From an optimization exercise on the open Yosys and OpenROAD flow, aimed at small area; shortcuts taken in it are not production practice. Only simulation tests tie the RTL to the original design; equivalence was not proved. No activity file was given, so power comes from the tool's default toggle rates.

## oak
==> flow/design.v (excerpt) <==
module RISCy_CPU(input clk, input rst,
	output [11:0] imem_addr, input [31:0] imem_rdata,
	output [11:0] dmem_addr, output [31:0] dmem_wdata, output dmem_we, input [31:0] dmem_rdata);
Size in the first run: ~4300 cells after synthesis, roughly 120 I/O pins, ~48000 µm² of cells after synthesis.
make LEC_CHECK=0 CAP_MARGIN=20 CORE_MARGIN=2 CORE_UTILIZATION=40 CTS_CLUSTER_DIAMETER=100 CTS_CLUSTER_SIZE=25 SLEW_MARGIN=20 SYNTH_HIERARCHICAL=1 finish   # period 14.0 ns
run.sh (not shown) runs the stock make flow with config.mk's settings and CLKGATE_MAP_FILE= SYNTH_SCRIPT=/design/flow/synth_recipe.tcl, a recipe that flattens the netlist after the stock synthesis.
oak ran to completion and came out clean on the timing, DRC and antenna checks.
> inputs changed (oak -> pine)
==> flow/flow/run.sh (new file) <==
#!/bin/bash
# The standard layout (the standard.sh: ORFS with the standard synthesis)
# with two changes, passed to ORFS through its environment variables:
#  - port buffers use the smallest buffer cell (buf_1) instead of ORFS's
#    default choice; every input and output port still gets its buffer;
#  - clock tree synthesis clusters sinks by size 25 / diameter 100 um and
#    inserts no dummy loads.
# make's full output goes to make.log in this folder; ORFS writes each
# tool's own log under orfs/logs/.
set -euo pipefail
export BUFFER_PORTS_ARGS="-buffer_cell sky130_fd_sc_hd__buf_1"
export CTS_ARGS="-sink_clustering_enable -repair_clock_nets -sink_clustering_size 25 -sink_clustering_max_diameter 100 -dont_use_dummy_load"
bash standard.sh > make.log 2>&1
==> flow/standard.sh (new file) <==
#!/bin/bash
# synth_recipe.tcl (not shown) runs the flow's synth.tcl, then flattens the netlist and writes it again
# the make line also repeats each setting of config.mk as NAME=value (left out here)
make -C /OpenROAD-flow-scripts/flow DESIGN_CONFIG=/design/flow/config.mk WORK_HOME=/design/flow/orfs CLKGATE_MAP_FILE= SYNTH_SCRIPT=/design/flow/synth_recipe.tcl "${@:-finish}"
removed: flow/run.sh
--- outcome ---
- Delta (pine minus oak): final cell count did not really move, final design utilization fell 0.75 points.
- Compared oak against pine; routed wire length within noise.
- Total power was higher in oak than in pine.
- Summary of the comparison: sequential share of layout area is higher in pine, relative to oak.
- Compared with oak, pine shows a average via count per standard cell that is 0.43% higher.
Here is what was changed in the inputs of birch compared with pine.
- removing CTS_CLUSTER_SIZE (formerly 25)
- removing CTS_CLUSTER_DIAMETER (formerly 100)
- changing CORE_UTILIZATION from 40 to 55
### Flow results
The overall routing resource usage reported for birch is greater than that of pine by 11 points. Going from pine to birch, worst path setup slack after routing grows by 0.013 ns. Net switching fraction of the power ends up higher on pine. The lower power of pine and birch is in birch. Summary of birch over pine: wire length fell about 6%, register-to-register slack rose by 0.04 ns, starting utilization of the core area now larger, length of routed met3 wiring rose about 7%.

========
Another version of the RTL of RISCy_CPU (not shown whole).
Size: about 4,300 cells after synthesis, roughly 1,100 flip-flops, about 48,000 um^2 of cells after synthesis.
export LEC_CHECK = 0
export CAP_MARGIN = 5
export CORE_MARGIN = 2
export CORE_UTILIZATION = 55
export PLACE_DENSITY = 0.65
export SLEW_MARGIN = 5
export SYNTH_HIERARCHICAL = 1
create_clock -name core_clock -period 14.0 [get_ports {clk}]
standard.sh (not shown) runs the stock make flow with config.mk's settings and CLKGATE_MAP_FILE= SYNTH_SCRIPT=/design/flow/synth_recipe.tcl, a recipe that flattens the netlist after the stock synthesis.
==> flow/flow/run.sh <==
#!/bin/bash
# The standard layout (the standard.sh: ORFS with the standard synthesis)
# with two changes, passed to ORFS through its environment variables:
#  - port buffers use the smallest buffer cell (buf_1) instead of ORFS's
#    default choice; every input and output port still gets its buffer;
#  - clock tree synthesis clusters sinks by size 28 / diameter 120 um and
#    inserts no dummy loads.
# make's full output goes to make.log in this folder; ORFS writes each
# tool's own log under orfs/logs/.
set -euo pipefail
export BUFFER_PORTS_ARGS="-buffer_cell sky130_fd_sc_hd__buf_1"
export CTS_ARGS="-sink_clustering_enable -repair_clock_nets -sink_clustering_size 28 -sink_clustering_max_diameter 120 -dont_use_dummy_load"
bash standard.sh > make.log 2>&1
Rerun with:
--- a/flow/flow/run.sh
+++ b/flow/flow/run.sh
@@ -3 +3 @@
-# with two changes, passed to ORFS through its environment variables:
+# with these changes, passed to ORFS through its environment variables:
@@ -6,2 +6,4 @@
-#  - clock tree synthesis clusters sinks by size 28 / diameter 120 um and
-#    inserts no dummy loads.
+#  - clock tree synthesis clusters sinks by size 25 / diameter 100 um and
+#    inserts no dummy loads;
+#  - after global routing, ORFS's power recovery downsizes gates on paths
+#    with positive slack (RECOVER_POWER).
@@ -12 +14,2 @@
-export CTS_ARGS="-sink_clustering_enable -repair_clock_nets -sink_clustering_size 28 -sink_clustering_max_diameter 120 -dont_use_dummy_load"
+export CTS_ARGS="-sink_clustering_enable -repair_clock_nets -sink_clustering_size 25 -sink_clustering_max_diameter 100 -dont_use_dummy_load"
+export RECOVER_POWER=100
--- a/flow/config.mk
+++ b/flow/config.mk
@@ -8 +8 @@
-export CAP_MARGIN = 5
+export CAP_MARGIN = 20
@@ -10,3 +10,2 @@
-export CORE_UTILIZATION = 55
-export PLACE_DENSITY = 0.65
-export SLEW_MARGIN = 5
+export CORE_UTILIZATION = 40
+export SLEW_MARGIN = 20
=>
- This time the run finished but fails on max-capacitance violations, max-slew violations
- die area rose by about 37%
- clock-buffer cell count rose by 6
- cell area goes up by about 1.3%
- fmax falls by about 6%
- via count goes down by 2.8%
- global-route usage drops by 13 points
- area after synthesis does not change
- power climbs by 1.6%
- wire length went up by 2.0%
- final cell count went up by about 8%
- worst setup slack is worse by 0.84 ns
Rerun with:
--- a/flow/flow/run.sh
+++ b/flow/flow/run.sh
@@ -3 +3 @@
-# with these changes, passed to ORFS through its environment variables:
+# with two changes, passed to ORFS through its environment variables:
@@ -7,3 +7 @@
-#    inserts no dummy loads;
-#  - after global routing, ORFS's power recovery downsizes gates on paths
-#    with positive slack (RECOVER_POWER).
+#    inserts no dummy loads.
@@ -15 +12,0 @@
-export RECOVER_POWER=100
--- a/flow/config.mk
+++ b/flow/config.mk
@@ -8 +8 @@
-export CAP_MARGIN = 20
+export CAP_MARGIN = 5
@@ -10,2 +10,3 @@
-export CORE_UTILIZATION = 40
-export SLEW_MARGIN = 20
+export CORE_UTILIZATION = 60
+export PLACE_DENSITY = 0.7
+export SLEW_MARGIN = 5
Effect: The changed run produced a layout that fails on max-capacitance violations, max-slew violations; worst setup slack improved by 0.71 ns; die area goes down by a quarter to a third; final cell count decreases by roughly a tenth; via count rose by a few percent; cell area went down slightly; wire length goes down by a few percent; clock-buffer cell count decreases by 1; worst hold slack degrades by 0.0048 ns.
Rerun with:
--- a/flow/config.mk
+++ b/flow/config.mk
@@ -8 +8 @@
-export CAP_MARGIN = 5
+export CAP_MARGIN = 10
@@ -10,3 +10,2 @@
-export CORE_UTILIZATION = 60
-export PLACE_DENSITY = 0.7
-export SLEW_MARGIN = 5
+export CORE_UTILIZATION = 55
+export SLEW_MARGIN = 10
This time the run produced a clean layout.
Synthesized cell count does not change.
Total power went up by 0.76%.
Sequential power barely changes.
Rerun with:
--- a/flow/config.mk
+++ b/flow/config.mk
@@ -8 +8 @@
-export CAP_MARGIN = 10
+export CAP_MARGIN = 5
@@ -11 +11 @@
-export SLEW_MARGIN = 10
+export SLEW_MARGIN = 5
What happened: The new run completed with no timing, DRC or antenna violations; die area stays the same; global-route usage does not change; cell area stays flat; core utilization hardly moves; routed wire length barely changes; total power hardly moves; setup slack improves by 0.097 ns; via count increases by 0.31%; sequential cell count does not change; maximum frequency increases by about 0.8%; hold slack gets worse by 0.0045 ns.

## what the ideal ports hide
How much do the figures lean on ideal ports? The routed layouts below were timed once more, with nothing changed but the port constraints.
Step 1: set_driving_cell puts a clkbuf_16 on clk and a buf_2 on each other input, an assumption about the parent block.
Step 2 times the ports against the registers' clock, not the clock port: input delays grow and output delays shrink by t, the midpoint of the rising clock arrivals with the driver on.
Slacks: no drivers / after step 1 / after step 2; pairs: no drivers / after step 1.
| run | shift t [ns] | setup WS [ns] | latest minus earliest clock arrival (ns) |
|---|---|---|---|
| oak | 0.779 | 0.837 / 0.795 / 0.566 | 0.052 / 0.052 |
| pine | 0.749 | 1.158 / 1.034 / 0.519 | 0.084 / 0.084 |
| birch | 0.749 | 1.171 / 1.147 / 0.847 | 0.089 / 0.088 |
| the first run of note 2 | 0.720 | 1.284 / 1.333 / 0.613 | 0.140 / 0.140 |
| the second run of note 2 | 0.739 | 0.444 / 0.486 / -0.253 | 0.107 / 0.108 |
| the third run of note 2 | 0.708 | 1.158 / 1.183 / 0.502 | 0.125 / 0.124 |
| the fourth run of note 2 | 0.729 | 1.211 / 1.259 / 0.530 | 0.101 / 0.100 |
| the fifth run of note 2 | 0.730 | 1.308 / 1.350 / 0.620 | 0.102 / 0.102 |
The setup slack of the second run of note 2, which loses most, moves by +0.042 ns with the drivers and by -0.697 ns with both steps.
